This design comes from an exercise in tuning for small area and a short achievable clock period on the open sky130 flow, not from production work.
Function was not checked in any run shown here: the RTL went through the layout flow alone.
Power is estimated from default activity; no workload was simulated.

==> flow/design.v, too long to show whole: its modules and the start of the top module <==
// module line_buffer: 26 lines
// module conv_core: 2006 lines
// module csa_fa: 4 lines
// module booth_enc: 4 lines
// module conv_top: 38 lines
module conv_top (
    input  wire        clk,
    input  wire        rst,
    input  wire        pixel_valid,
    input  wire [7:0]  pixel_in,
    input  wire [71:0] kernel_in,
    output wire signed [15:0] conv_out,
    output wire        conv_valid
);
  // ...
==> flow/flow/run.sh <==
#!/bin/bash
bash standard.sh BUFFER_PORTS_ARGS="-buffer_cell sky130_fd_sc_hd__buf_2" SETUP_SLACK_MARGIN=7.75 finish > standard.log 2>&1
==> flow/standard.sh <==
#!/bin/bash
# synth_recipe.tcl (not shown) runs the flow's synth.tcl, then flattens the netlist and writes it again
# the make line also repeats each setting of config.mk as NAME=value (left out here)
make -C /OpenROAD-flow-scripts/flow DESIGN_CONFIG=/design/flow/config.mk WORK_HOME=/design/flow/orfs CLKGATE_MAP_FILE= SYNTH_SCRIPT=/design/flow/synth_recipe.tcl "${@:-finish}"
==> flow/config.mk <==
export PLATFORM = sky130hd
export DESIGN_NAME = conv_top
export DESIGN_NICKNAME = conv_top
export VERILOG_FILES = /design/flow/design.v
export SDC_FILE = /design/flow/constraint.sdc
export NUM_CORES = 4
export LEC_CHECK = 0
export CAP_MARGIN = 20
export CORE_MARGIN = 2
export CORE_UTILIZATION = 65
export CTS_CLUSTER_DIAMETER = 80
export CTS_CLUSTER_SIZE = 24
export PLACE_DENSITY = 0.72
export SLEW_MARGIN = 20
export SYNTH_HIERARCHICAL = 1
==> flow/constraint.sdc <==
create_clock -name core_clock -period 11.0 [get_ports {clk}]
set_input_delay 2.2000 -clock core_clock [delete_from_list [all_inputs] [get_ports {clk}]]
set_output_delay 2.2000 -clock core_clock [all_outputs]
set_load 0.01 [all_outputs]
==> flow_summary_export.csv, run 1 <==
group,metric,value,unit
route,met3RoutedLength,5.39,mm
power_and_ir_drop,power.ir.vdd_worst,0.260,mV
global_route,global_route.usage.met1,0.467,
cts,clkLatencyLatePin,0.58,ns
final_layout,area_growth_syn_to_layout,15.6,%
logic_synthesis,synth-edff-count,144,
critical_path,crit-reg2reg-launch,"u_core.kq[13]",
final_layout,antenna_cells,0,
placed_design,hpwl,44.2,mm
global_route,grt.total_usage,0.330,
logic_synthesis,synth_top_area_share,0.287,
floorplanning,core_area,34600,sq um
route,average_detailed_routed_wire_length_per_instance,25.2,microns
route,detail-route-antenna-nets,0,
critical_path,criticalPathCategory,"flip-flop to flip-flop",
timing,slew-limit-headroom,0.340,
timing,totalNegativeSetupSlack,0,ns
logic_synthesis,flops_latches_synth,369,
run_status,outcome,"timing/DRC/antenna clean",
critical_path,setup.worst_path.start,"u_core.kq[13]",
worst_hold_path,hp-start,"u_core.r856",
worst_hold_path,whs_path_depth,0,
cts,holdBufCountCts,0,
floorplanning,die_height,192,microns
logic_synthesis,ys.flop_type,"sky130_fd_sc_hd__dfxtp_1",
global_route,maximum_number_of_pins_on_one_net_before_global_route_repair,77,
critical_path,path_buf_inv,0,
job,drv_cap,0,
logic_synthesis,post_synth_mux_area_share,0.00661,
timing,hold_slack,0.338,ns
logic_synthesis,synth_commonest_cells,"sky130_fd_sc_hd__fa_1, sky130_fd_sc_hd__xnor2_1, sky130_fd_sc_hd__dfxtp_1, sky130_fd_sc_hd__a22oi_1, sky130_fd_sc_hd__clkbuf_1",
logic_synthesis,async_reset_ff_frac,0.0190,
final_layout,layout_commonest_cell,"sky130_fd_sc_hd__fa_1",
placed_design,dpl_cell_area,23300,sq um
power_and_ir_drop,seq_power_share,0.293,
power_and_ir_drop,power.leakage,9.70,nW
timing,setup-violations-final,0,
final_layout,seqAreaFraction,0.341,
==> inputs of run 2 (changes only) <==
==> flow/flow/run.sh (replaced) <==
#!/bin/bash
# The standard layout (standard.sh), with these changes:
#  - port buffers are plain buffers: buf_2 on the outputs, and buf_1 on the
#    inputs (swapped in after global placement by flow/small_inbuf.tcl);
#  - the timing repair steps aim for 7.75 ns of setup slack.
# Each tool's output goes to the ORFS logs; make's own output to standard.log.
bash standard.sh \
  BUFFER_PORTS_ARGS="-buffer_cell sky130_fd_sc_hd__buf_2" \
  POST_GLOBAL_PLACE_TCL="$PWD/flow/small_inbuf.tcl" \
  SETUP_SLACK_MARGIN=7.75 \
  finish > standard.log 2>&1
==> flow/flow/small_inbuf.tcl (new file) <==
# Input port buffers only drive a register or two: use buf_1 for them.
set db [ord::get_db]
set block [ord::get_db_block]
set m [$db findMaster sky130_fd_sc_hd__buf_1]
set n 0
foreach bt [$block getBTerms] {
  if {[$bt getIoType] ne "INPUT" || [$bt getName] eq "clk"} { continue }
  set net [$bt getNet]
  foreach it [$net getITerms] {
    set inst [$it getInst]
    if {[[$inst getMaster] getName] eq "sky130_fd_sc_hd__buf_2"} {
      $inst swapMaster $m
      incr n
    }
  }
}
puts "small_inbuf: $n input buffers set to buf_1"
==> run 2 against run 1 <==
Effect of this change:
- cell count up 0.25%
- worst hold slack worse by 0.0014 ns
- wire length up 0.16%
- final area down 0.46%
- via count about the same
- combinational power about the same
- critical path type unchanged
==> flow_summary_export.csv, run 2 <==
group,metric,value,unit
run_status,outcome,"timing/DRC/antenna clean",
floorplanning,io-pin-count,100,
timing,hold_slack,0.336,ns
logic_synthesis,synthTopCellsByArea,"sky130_fd_sc_hd__fa_1, sky130_fd_sc_hd__dfxtp_1, sky130_fd_sc_hd__edfxtp_1",
logic_synthesis,synthesis.nets,2255,
critical_path,r2r.worst_path.cells,8,
final_layout,finalInstanceArea,26400,sq um
placed_design,buffer_ports.inserted,99,
logic_synthesis,ys.flop_type,"sky130_fd_sc_hd__dfxtp_1",
cts,cts.root.buffer_cell,"sky130_fd_sc_hd__clkbuf_16",
critical_path,regToRegEndpoint,"u_core.r943",
final_layout,layout_commonest_cell,"sky130_fd_sc_hd__fa_1",
floorplanning,die_height,192,microns
timing,totalNegativeSetupSlack,0,ns
critical_path,setup.worst_path.start,"u_core.kq[3]",
final_layout,area_growth_syn_to_layout,15.1,%
worst_hold_path,class_of_the_worst_hold_path,"flip-flop to flip-flop",
cts,clk_pin_slew,0.09,ns
floorplanning,core_area,34600,sq um
global_route,grt.total_usage,0.329,
cts,cts_tree,"yes",
logic_synthesis,post_synth_inst_count,1832,
global_route,globalRoute.busiestLayer,"met2",
power_and_ir_drop,sw_frac_of_total,0.417,
power_and_ir_drop,cellInternalPower,4.24,mW
placed_design,placedCellCount,2213,
timing,tightest_slew,0.993,ns
timing,slew-limit-headroom,0.338,
route,postRouteWirelength,60.1,mm
logic_synthesis,synth_top_area_share,0.287,
logic_synthesis,synth_commonest_cells,"sky130_fd_sc_hd__fa_1, sky130_fd_sc_hd__xnor2_1, sky130_fd_sc_hd__dfxtp_1, sky130_fd_sc_hd__a22oi_1, sky130_fd_sc_hd__clkbuf_1",
job,drv_cap,0,
final_layout,layout.nets,2339,
power_and_ir_drop,pd_cells,276,nW/um^2
final_layout,nFillCells,2191,
global_route,grt_use_met2,0.513,
cts,cts.htree.levels,1,
logic_synthesis,netlist.top_cell.by_area,"sky130_fd_sc_hd__fa_1",
logic_synthesis,flops_latches_synth,369,
final_layout,largest_register,"u_line_buffer.taps",
cts,cts-root-to-sink-buffers,3,
power_and_ir_drop,p_comb_frac,0.576,
cts,cts_inserted_buffers,23,
floorplanning,start_util,0.662,
final_layout,drive_gt1_frac,0.225,
timing,slew_violations,0,
timing,unrepaired_setup_endpoints_after_global_routing,"yes",
route,detail_route.iter0.violations,1611,
timing,min_period_over_period,0.296,
logic_synthesis,yosys_warnings,9,
critical_path,setup.reg_to_reg.worst_slack,7.74,ns
power_and_ir_drop,fin_total_pwr,7.27,mW
power_and_ir_drop,share_clk_of_total_power,0.130,
route,first_pass_iters,5,
floorplanning,floorplan.die_area,36800,sq um
power_and_ir_drop,p_switching,3.03,mW
logic_synthesis,synth.yosys.seq_area_share,0.387,
global_route,wire_length_of_the_first_global_routing_pass,87.4,mm
critical_path,worst-endpoint-required,11.43,ns
logic_synthesis,yosysMostFrequentCell,"sky130_fd_sc_hd__fa_1",
logic_synthesis,post_synth_instance_area,22900,sq um
critical_path,criticalPathCategory,"flip-flop to flip-flop",
route,routed_via_density,6.19,
global_route,maximum_number_of_pins_on_one_net_before_global_route_repair,77,
final_layout,biggestRegsByFlops,"u_line_buffer.taps x144, u_core.kq x72, u_core.conv_out x16",
placed_design,dpl_cell_area,23200,sq um
logic_synthesis,avgSynthCellArea,12.5,sq um
critical_path,crit_path_start_kind,"flip-flop",
floorplanning,fp.dieW,192,microns
logic_synthesis,async_reset_ff_frac,0.0190,
floorplanning,row_count,68,
critical_path,worst_ep_arrival_time,3.69,ns
power_and_ir_drop,power.leakage,9.46,nW
final_layout,post_layout_nonfiller_instances,2388,
placed_design,dpl_worst_slack,7.00,ns
route,average_detailed_routed_wire_length_per_instance,25.2,microns
logic_synthesis,synth.lib_cells_used.distinct,41,
final_layout,post-route-util,0.761,
timing,max_freq,307,MHz
global_route,grt_util_met3,0.0650,
global_route,grt_pass1_vias,14383,
power_and_ir_drop,power.ir.vdd_worst,0.295,mV
route,detail-route-antenna-nets,0,
timing,skew,0.0186,ns
cts,clkLatencyLatePin,0.56,ns
final_layout,largest_reg_flops,144,
final_layout,most-common-layout-cells,"sky130_fd_sc_hd__fa_1, sky130_fd_sc_hd__xnor2_1, sky130_fd_sc_hd__a22oi_1",
timing,finalWorstPathRequiredPeriod,3.26,ns
global_route,grt_overflow_total,0,
critical_path,crit-reg2reg-launch,"u_core.kq[3]",
global_route,antenna_found_initial,1,
cts,holdBufCountCts,0,
global_route,global_route.usage.met1,0.463,
logic_synthesis,synth-edff-count,144,
route,drc,0,
timing,hold_viol_final,0,
cts,clock-sinks,369,
route,via_count,14787,
critical_path,critical_path.endpoint_type,"flip-flop",
timing,setup_ws,7.74,ns
power_and_ir_drop,seq_power_share,0.293,
timing,setup-violations-final,0,
critical_path,critical_path.max_fanout,10,
critical_path,worst_setup_path_endpoint,"u_core.r943",
placed_design,hpwl,44.1,mm
-- run 2: cell counts after synthesis --
No cell type changed its count.
-- run 2: worst min-delay path by stage --
stage | start | endpoint | slack (ns) | cells past startpoint
detailed placement | u_core.r856 | u_core.r1082 | 0.32 | 0
CTS | u_core.r856 | u_core.r1082 | 0.34 | 0
global placement | u_core.r856 | u_core.r1082 | 0.32 | 0
global route | u_core.r856 | u_core.r1082 | 0.34 | 0
finish | u_core.r856 | u_core.r1082 | 0.34 | 0
floorplan | u_core.r856 | u_core.r1082 | 0.31 | 0
-- run 2: critical path, cell delays in order, from the launching register on --
cell and delay [ns]:
sky130_fd_sc_hd__dfxtp_4 0.40, sky130_fd_sc_hd__nand2b_1 0.19, sky130_fd_sc_hd__o21ai_4 0.26, sky130_fd_sc_hd__a22oi_1 0.15, sky130_fd_sc_hd__xnor2_1 0.32, sky130_fd_sc_hd__fa_1 0.55
sky130_fd_sc_hd__fa_2 0.41, sky130_fd_sc_hd__fa_1 0.41, sky130_fd_sc_hd__fa_1 0.44
-- run 2: cells by family after synthesis --
family	count (synthesis)	synth area share
and+or+nand+nor	306	0.0702
adders and majority gates	340	0.293
AOI/OAI and AO/OA	322	0.0974
DFF	369	0.387
buffers and inverters	180	0.0305
xor gates and xnor gates	302	0.115
muxes	13	0.00661
-- run 2: timing repair --
action                                  CTS  global route
endpoints found under the setup margin   82            31
setup buffers                            50            82
gates resized for setup                 172           130
pin swaps                                34           145
gates cloned                              0             1
-- run 2: power by group through the flow --
stage	combinational [mW]	clock [mW]	sequential (mW)
detailed placement	3.94	0	2.18
global route	4.57	1.01	2.17
CTS	4.05	0.965	2.13
floorplan	2.41	0	2.07
finish	4.19	0.948	2.13
global placement	3.79	0	2.16
-- run 2: layout make-up --
class	count	area, sq um	area share
clock buffer	30	602	0.0228
sequential	369	9040	0.343
multi-input combinational	1284	14500	0.550
inverter	6	22.5	0.000854
tap	455	569	0.0216
antenna	1	2.50	0.0000949
timing repair buffer	232	1450	0.0551
clock inverter	11	184	0.00698
-- run 2: Yosys stat by module, one instance, submodules excluded --
module	area [sq um]	flops+latches	times used
conv_top	180	9	1
line_buffer	4560	149	1
csa_fa	20.0	0	328
conv_core	10800	211	1
booth_enc	31.3	0	27
-- run 2: routing by layer --
layer | wire, microns | vias to the layer above
met5 | 13 | -
met3 | 5420 | 148
met1 | 23800 | 7572
met2 | 28000 | 736
li1 | - | 6329
met4 | 2890 | 2

what the ideal ports hide:
The results above use ideal ports. As a check the final layouts listed here were re-extracted and re-timed, cells and wires unchanged. Step 1, drivers: a clkbuf_16 drives clk and a buf_2 each remaining input, both assumed. Step 2 moves the port delays by t, midway between the first and last clock arrival at a register: inputs arrive t later, outputs are due t later. That takes back most of the time a late clock gives input paths. Three values: ideal ports, drivers, drivers and shift; two values: the first two.
| run | shift t [ns] | setup slack, ns | worst setup path after step 2 | worst data-port slew with drivers (ns) | cell pins on the clock port's net |
|---|---|---|---|---|---|
| run 1 | 0.615 | 7.757 / 7.736 / 7.757 | register to register | 0.04 | 1 |
| run 2 | 0.607 | 7.741 / 7.741 / 7.741 | register to register | 0.04 | 1 |
After both steps setup and hold are still met in every run listed.
